What follows belongs to an exercise in optimizing a design on an open flow for small area; a production flow would make more cautious choices. The RTL was checked by simulation tests, not by an equivalence proof against the original design. Power and IR drop assume default switching activity.

## design.v

```verilog
module conv_line_buffers #(parameter DATA_WIDTH = 32, IMG_WIDTH = 28)(
    input wire aclk, aresetn, update_en,
    input wire [DATA_WIDTH-1:0] data_in,
    output wire [DATA_WIDTH-1:0] row0_out, row1_out, row2_out, row3_out
);
    (* ram_style = "block" *) reg [DATA_WIDTH-1:0] buff0[0:IMG_WIDTH-1];
    (* ram_style = "block" *) reg [DATA_WIDTH-1:0] buff1[0:IMG_WIDTH-1];
    (* ram_style = "block" *) reg [DATA_WIDTH-1:0] buff2[0:IMG_WIDTH-1];
    (* ram_style = "block" *) reg [DATA_WIDTH-1:0] buff3[0:IMG_WIDTH-1];
    integer i;
    always @(posedge aclk) begin
        if (!aresetn) begin
            for(i=0; i<IMG_WIDTH; i=i+1) begin
                buff0[i] <= 0;
                buff1[i] <= 0;
                buff2[i] <= 0;
                buff3[i] <= 0;
            end
        end else if (update_en) begin
            for(i=IMG_WIDTH-1; i>0; i=i-1) begin
                buff0[i]<=buff0[i-1]; buff1[i]<=buff1[i-1]; buff2[i]<=buff2[i-1]; buff3[i]<=buff3[i-1];
            end
            buff0[0]<=data_in; buff1[0]<=buff0[IMG_WIDTH-1]; buff2[0]<=buff1[IMG_WIDTH-1]; buff3[0]<=buff2[IMG_WIDTH-1];
        end
    end
    assign row0_out=buff0[IMG_WIDTH-1]; assign row1_out=buff1[IMG_WIDTH-1]; 
    assign row2_out=buff2[IMG_WIDTH-1]; assign row3_out=buff3[IMG_WIDTH-1];
endmodule
module conv_window_manager #(parameter DATA_WIDTH = 32)(
    input wire aclk, update_en,aresetn,
    input wire [DATA_WIDTH-1:0] data_in, row0_in, row1_in, row2_in, row3_in,
    output wire [(DATA_WIDTH*25)-1:0] window_flat
);
    reg [DATA_WIDTH-1:0] win [0:4][0:4];
    integer r, c;
    always @(posedge aclk) begin
            if (!aresetn) begin
                for(r=0; r<5; r=r+1) begin
                    for(c=0; c<5; c=c+1) begin
                        win[r][c] <= 0;
                    end
            end
              end
        else if (update_en) begin
            for(r=0; r<5; r=r+1) for(c=0; c<4; c=c+1) win[r][c] <= win[r][c+1];
            win[0][4]<=row3_in; win[1][4]<=row2_in; win[2][4]<=row1_in; win[3][4]<=row0_in; win[4][4]<=data_in;
        end
    end
    genvar x, y;
    generate
        for(x=0; x<5; x=x+1) for(y=0; y<5; y=y+1) 
            assign window_flat[((x*5 + y)*DATA_WIDTH) +: DATA_WIDTH] = win[x][y];
    endgenerate
endmodule
module conv_math_core #(parameter DATA_WIDTH = 32)(
    input  wire aclk, aresetn, en,
    input  wire [(DATA_WIDTH*25)-1:0] window_flat,
    output reg signed [DATA_WIDTH-1:0] result
);
    reg signed [DATA_WIDTH-1:0] pixels [0:4][0:4];
    integer i, j;
    always @(*) begin
        for (i=0; i<5; i=i+1) for (j=0; j<5; j=j+1)
            pixels[i][j] = window_flat[((i*5 + j)*DATA_WIDTH) +: DATA_WIDTH];
    end
    wire signed [DATA_WIDTH-1:0] k [0:4][0:4];
    assign k[0][0]=-1; assign k[0][1]=-1; assign k[0][2]=-1; assign k[0][3]=-1; assign k[0][4]=-1;
    assign k[1][0]=-1; assign k[1][1]=-2; assign k[1][2]=-2; assign k[1][3]=-2; assign k[1][4]=-1;
    assign k[2][0]=-1; assign k[2][1]=-2; assign k[2][2]=48; assign k[2][3]=-2; assign k[2][4]=-1;
    assign k[3][0]=-1; assign k[3][1]=-2; assign k[3][2]=-2; assign k[3][3]=-2; assign k[3][4]=-1;
    assign k[4][0]=-1; assign k[4][1]=-1; assign k[4][2]=-1; assign k[4][3]=-1; assign k[4][4]=-1;
    reg signed [DATA_WIDTH-1:0] prod [0:4][0:4];
    reg signed [DATA_WIDTH-1:0] row_sum [0:4];
    always @(posedge aclk) begin
        if(!aresetn) begin
            result <= 0;
            for(i=0; i<5; i=i+1) begin row_sum[i]<=0; for(j=0; j<5; j=j+1) prod[i][j]<=0; end
        end else if (en) begin
            for(i=0; i<5; i=i+1) for(j=0; j<5; j=j+1) prod[i][j] <= pixels[i][j] * k[i][j];
            for(i=0; i<5; i=i+1) row_sum[i] <= prod[i][0]+prod[i][1]+prod[i][2]+prod[i][3]+prod[i][4];
            result <= row_sum[0]+row_sum[1]+row_sum[2]+row_sum[3]+row_sum[4];
        end
    end
endmodule
module conv_control_unit #(
    parameter DATA_WIDTH = 32,
    parameter IMG_WIDTH  = 28,
    parameter OUT_WIDTH  = 24,
    parameter IMG_SIZE   = 784
)(
    input  wire aclk,
    input  wire aresetn,
    input  wire update_en,
    input  wire m_axis_tready,
    input  wire [DATA_WIDTH-1:0] data_in,
    output reg  [DATA_WIDTH-1:0] m_axis_tdata,
    output reg  m_axis_tvalid,
    output reg  m_axis_tlast
);
    localparam LATENCY = (IMG_WIDTH * 4) + 5 + 3;
    localparam VALID_OUTPUTS = OUT_WIDTH * OUT_WIDTH;  
    reg [31:0] out_pixels_cnt;
    reg [31:0] latency_cnt;
    reg [5:0]  col_cnt, row_cnt;
    always @(posedge aclk) begin
        if (!aresetn) begin
            out_pixels_cnt <= 0;
            latency_cnt    <= 0;
            col_cnt <= 0; 
            row_cnt <= 0;
            m_axis_tvalid <= 0; 
            m_axis_tlast <= 0; 
            m_axis_tdata <= 0;
        end else begin
            if (m_axis_tready) begin
                m_axis_tvalid <= 0;
                m_axis_tlast  <= 0;
            end
            if (update_en) begin
                if (latency_cnt < LATENCY && !m_axis_tlast)
                    latency_cnt <= latency_cnt + 1;
                if (latency_cnt >= LATENCY) begin
                    if (col_cnt == (IMG_WIDTH - 1)) begin
                        col_cnt <= 0;
                        row_cnt <= (row_cnt == IMG_WIDTH-1) ? 0 : row_cnt + 1;
                    end else begin
                        col_cnt <= col_cnt + 1;
                    end
                    if (row_cnt < OUT_WIDTH && col_cnt < OUT_WIDTH) begin
                        m_axis_tvalid <= 1;
                        m_axis_tdata <= data_in;
                        if (out_pixels_cnt == (VALID_OUTPUTS - 1)) begin
                            m_axis_tlast   <= 1;
                            out_pixels_cnt <= 0;
                            latency_cnt    <= 0;
                            col_cnt <= 0; 
                            row_cnt <= 0;
                        end else begin
                            out_pixels_cnt <= out_pixels_cnt + 1;
                        end
                    end
                end
            end
        end
    end
endmodule
module axi_conv_2d #(
    parameter DATA_WIDTH = 32,
    parameter IMG_WIDTH  = 28,
    parameter IMG_SIZE   = 784
)(
    input  wire         aclk,
    input  wire         aresetn,
    input  wire [DATA_WIDTH-1:0] s_axis_tdata,
    input  wire                  s_axis_tvalid,
    input  wire                  s_axis_tlast,
    output wire                  s_axis_tready,
    output wire [DATA_WIDTH-1:0] m_axis_tdata,
    output wire                  m_axis_tvalid,
    output wire                  m_axis_tlast,
    input  wire                  m_axis_tready
);
    reg flushing;
    always @(posedge aclk) begin
        if (!aresetn) begin
            flushing <= 0;
        end else begin
            if (s_axis_tvalid && s_axis_tready && s_axis_tlast)
                flushing <= 1;
            else if (m_axis_tlast && m_axis_tready)
                flushing <= 0;
        end
    end
    wire internal_valid = s_axis_tvalid || flushing;
    wire [DATA_WIDTH-1:0] internal_data = flushing ? 32'd0 : s_axis_tdata;
    assign s_axis_tready = m_axis_tready && !flushing;
    wire update_en = internal_valid && m_axis_tready;
    wire [DATA_WIDTH-1:0] row0, row1, row2, row3;
    wire [(DATA_WIDTH*25)-1:0] window_flat;
    wire [DATA_WIDTH-1:0] math_result;
    conv_line_buffers #(
        .DATA_WIDTH(DATA_WIDTH), .IMG_WIDTH(IMG_WIDTH)
    ) u_buffers (
        .aclk(aclk), .aresetn(aresetn), .update_en(update_en),
        .data_in(internal_data),
        .row0_out(row0), .row1_out(row1), .row2_out(row2), .row3_out(row3)
    );
    conv_window_manager #(
        .DATA_WIDTH(DATA_WIDTH)
    ) u_window (
        .aclk(aclk), .update_en(update_en),
        .data_in(internal_data),
        .row0_in(row0), .row1_in(row1), .row2_in(row2), .row3_in(row3),
      .window_flat(window_flat),
      .aresetn(aresetn)
    );
    conv_math_core #(
        .DATA_WIDTH(DATA_WIDTH)
    ) u_math (
        .aclk(aclk), .aresetn(aresetn), .en(update_en),
        .window_flat(window_flat),
        .result(math_result)
    );
    conv_control_unit #(
        .DATA_WIDTH(DATA_WIDTH), .IMG_WIDTH(IMG_WIDTH), .IMG_SIZE(IMG_SIZE)
    ) u_control (
        .aclk(aclk), .aresetn(aresetn), .update_en(update_en),
        .m_axis_tready(m_axis_tready),
        .data_in(math_result),
        .m_axis_tdata(m_axis_tdata),
        .m_axis_tvalid(m_axis_tvalid),
        .m_axis_tlast(m_axis_tlast)
    );
endmodule
```

## run.sh

```bash
#!/bin/bash
# synth_recipe.tcl (not shown) runs the flow's synth.tcl, then flattens the netlist and writes it again
# the make line also repeats each setting of config.mk as NAME=value (left out here)
make -C /OpenROAD-flow-scripts/flow DESIGN_CONFIG=/design/flow/config.mk WORK_HOME=/design/flow/orfs CLKGATE_MAP_FILE= SYNTH_SCRIPT=/design/flow/synth_recipe.tcl finish
```

## config.mk

```make
export PLATFORM = sky130hd
export DESIGN_NAME = axi_conv_2d
export DESIGN_NICKNAME = axi_conv_2d
export VERILOG_FILES = /design/flow/design.v
export SDC_FILE = /design/flow/constraint.sdc
export NUM_CORES = 4
export LEC_CHECK = 0
export CAP_MARGIN = 20
export CORE_MARGIN = 2
export CORE_UTILIZATION = 40
export SLEW_MARGIN = 20
```

## constraint.sdc

```tcl
create_clock -name core_clock -period 6.0 [get_ports {aclk}]
set_input_delay 1.2000 -clock core_clock [delete_from_list [all_inputs] [get_ports {aclk}]]
set_output_delay 1.2000 -clock core_clock [all_outputs]
set_load 0.01 [all_outputs]
```

==> flow_summary.toml <==
[critical_path]
worstPathMaxFanout = 4
r2r-start = "u_math.prod[19][2]"
cp-end-kind = "flop"
slowest_stage = "fa_1"
path_buf_inv = 5
crit_start = "u_math.prod[19][2]"
critical-path-top-delay-family = "adder cells"
crit_chain = "inv_1 -> fa_1 -> inv_1 -> fa_1 -> inv_1 -> fa_1 -> inv_1 -> ha_1 -> inv_1 -> fa_1 -> nand2b_1 -> a21oi_1 -> o221ai_1 -> o21ai_0 -> and4_1 -> o21a_1 -> nor3_1 -> or4_1 -> a32o_1"
crit_path_start_kind = "flop"
critPathMaxStageDelay_ns = 0.53
worstRegToRegCells = 19
cp.arrival_ns = 6.15
critPathMostFrequentCell = "inv_1"
critPathCapture = "u_math.row_sum[3][28]"
crit_type = "reg2reg"
crit_required_ns = 6.88
crit_cells = 19
r2r-end = "u_math.row_sum[3][28]"
rrSetupSlack_ns = 0.73

[synthesis]
synth_cells = 26130
synth_xor_area_frac = 0.03089
ys.flop_type = "dfxtp_1"
synth-adder-area-share = 0.07052
synth_top_family_by_area = "simple AND/OR/NAND/NOR gates"
synthDistinctLibCells = 82
yosys.area_share.simple = 0.2175
synthMuxAreaShare = 0.0009951
synth_seq_cells = 4811
ys_seq_area_frac = 0.4758
syn_area_um2 = 202400
syn_nets = 26990
synth_edf_count = 0
yosys_warnings = 13
syn_avg_cell_area_um2 = 7.746
synth_compound_area_frac = 0.1426
synth-async-reset-ratio = 0

[grt]
antenna_found_initial = 6
use_met3 = 0.02156
met1_usage = 0.2736
grt_start_max_net_pins = 245
grt-busiest-layer = "met2"
grt_util_all_layers = 0.1868
grt_pass1_wl_mm = 806.2
use_met2 = 0.2922
grt.overflow.total = 0
grt_pass1_vias = 150400

[drt]
viasPerCell = 5.011
drt_pass1_iterations = 8
drc = 0
wirelength_mm = 496.7
drt_iter0_drc = 13310
postRouteAntennaNets = 0
vias = 162400
routedWlPerCell_um = 15.32

[clock_tree]
clockBufferDepth = 4
root_buffer = "clkbuf_16"
cts_buffers = 534
cts_tree = "yes"
clk_pin_slew_worst_paths_ns = 0.06
post_cts_resized = 0
cts_setup_buffers = 0
clock_sinks = 4811
h-tree-depth = 6
clock_latency_ns = 1.03
ctsHoldBuffers = 0

[timing]
fin_crit_sh = 0.8783
timing.hold.ws_ns = 0.3756
max_freq_mhz = 189.8
rsz0062_at_grt = "false"
report.final.slew_viol_count = 0
setup_viol = 0
hold_viol = 0
tightestPinTransition_ns = 1.204
fin_crit_ns = 5.270
finalClockSkew_ns = 0.07767
setup_tns_ns = 0
relSlewSlack = 0.1971

[pwr]
ir_drop_uv = 287.4
power.density_nw_per_um2 = 303.2
leakagePower_nw = 81.23

[final_layout]
nNetsFinal = 26140
synthToLayoutAreaGrowth_pct = 11.77
final_common_cell = "nand2_1"
drive_above_1_share = 0.04365
final_cell_mix = "nand2_1 (9,085), dfxtp_1 (4,811), a21oi_1 (4,772), inv_1 (1,651), fa_1 (545)"

[floorplan]
design.core.area_um2 = 504500
dieArea_um2 = 511800
die-width_um = 715.4
start_util = 0.4012
pin_count = 72
row_count = 261
dieHeight_um = 715.4

[worst_hold_path]
min_path_type = "reg2reg"
hp-start = "u_buffers.buff1[25][7]"

[run_status]
run_status = "finished clean"

[job]
maxCapViolations = 0

[placed_design]
gp_congestion = 0.8594
hpwl_mm = 320.9
io_buffers = 71
-- area by class of cell --
class	count	area (um^2)
fillers	50690	278300
flip-flops and latches	4811	96310
multi-input cells	18000	93650
clock buffers	781	15720
well taps	6706	8391
inverters	1652	6213
repair buffers	287	3393
clock inverters	176	2566
diodes	3	7.507
-- stage by stage --
stage	setup WS [ns]	std cells	area (um^2)	utilization	power, mW
floorplan	1.287	26130	202400	-	34.81
global placement	0.7955	31450	208000	0.4122	35.71
detailed placement	0.8162	31450	208000	0.4122	35.70
CTS	0.7642	32410	226300	0.4484	69.48
global route	0.4169	32410	226300	0.4484	71.03
finish	0.7301	32410	226300	0.4484	68.59
-- worst min path at each step --
stage / endpoint / slack, ns / cells past startpoint
after detailed placement: u_buffers.buff0[23][7] / 0.44 / 2
after global routing: u_buffers.buff1[24][6] / 0.40 / 2
after global placement: u_buffers.buff1[19][27] / 0.44 / 2
after CTS: u_buffers.buff2[23][1] / 0.38 / 2
after floorplan: u_math.result[16] / 0.42 / 2
final: u_buffers.buff1[26][7] / 0.38 / 2
-- synth_stat cells (24+ instances only) --
cell type,count,area share
nand3_1,264,0.0065
xor2_1,243,0.011
clkbuf_1,1606,0.030
nand2_1,9086,0.17
buf_1,59,0.0011
and3_1,118,0.0036
a21o_1,82,0.0030
a22oi_1,32,0.0012
nand3b_1,40,0.0015
or4_1,74,0.0027
fa_1,545,0.054
nor2b_1,42,0.0013
nand2b_1,63,0.0019
o21bai_1,26,0.00096
o21ai_0,367,0.0091
nand4_1,35,0.0011
a21oi_1,4772,0.12
dfxtp_1,4811,0.48
xnor2_1,471,0.020
nor4_1,169,0.0052
ha_1,269,0.017
and2_1,32,0.00099
or3_1,164,0.0051
inv_1,1651,0.031
nor3_1,245,0.0061
o21a_1,31,0.0011
nor2_1,489,0.0091
o31ai_1,24,0.00089
a211oi_1,49,0.0018
-- state kept, by name, summed over array words and instances (netlist names) --
name / flops
u_control.col_cnt: 6
u_math.result: 32
flushing: 1
u_control.m_axis_tdata: 32
u_control.m_axis_tvalid: 1
u_buffers.buff3: 736
u_buffers.buff0: 768
u_control.out_pixels_cnt: 32
u_math.row_sum: 160
u_control.latency_cnt: 32
u_window.win: 736
u_control.m_axis_tlast: 1
u_math.prod: 764
u_buffers.buff2: 736
u_buffers.buff1: 768
u_control.row_cnt: 6
-- worst min-delay path, delay by kind of cell (launching register included) --
kind	cells	cell delay, ns
AND/OR/NAND/NOR	1	0.05
AO/OA/AOI/OAI	1	0.05
flip-flops	1	0.31
-- kinds of logic after synthesis --
| logic type | count (synthesis) |
|---|---|
| and+or+nand+nor | 10910 |
| AOI/OAI and AO/OA | 5539 |
| DFF | 4811 |
| buffers and inverters | 3325 |
| adders and majority gates | 814 |
| xor gates and xnor gates | 714 |
| muxes | 20 |
-- metal layers --
metal,up-vias,share of wire,wire length [um]
met5,-,0,0
met1,77140,0.49,244300
met2,2423,0.44,220100
met4,0,0.024,11700
met3,657,0.042,20620
li1,82210,-,-
-- report_power, final --
| part | internal (mW) | switching, mW |
|---|---|---|
| Combinational | 0.552 | 2.31 |
| Sequential | 32.0 | 0.0769 |
| Clock | 19.9 | 13.8 |

[what the ideal ports hide]
The results above use ideal ports. As a check the final layout listed here was re-extracted and re-timed, cells and wires unchanged.
Step 1 (the two cells are an assumption about what drives the block):
set clk [get_ports {aclk}]
set_driving_cell -lib_cell sky130_fd_sc_hd__clkbuf_16 $clk
set_driving_cell -lib_cell sky130_fd_sc_hd__buf_2 [delete_from_list [all_inputs] $clk]
Step 2, shift: input delay + t, output delay - t, t = (earliest + latest rising clock arrival at the registers) / 2. This alone moves slack from input paths to output paths.
Slacks: ideal ports / drivers / drivers and shift; pairs: ideal ports / drivers.
t (ns): 1.122
setup WS [ns]: 0.730 / 0.730 / 0.730
worst setup path after step 2: register to register
latest minus earliest clock arrival (ns): 0.124 / 0.124
cell pins on the clock port's net: 1
After both steps this run still meets setup and hold. The setup slack of this run moves by 0.000 ns with the drivers and by 0.000 ns with both steps.
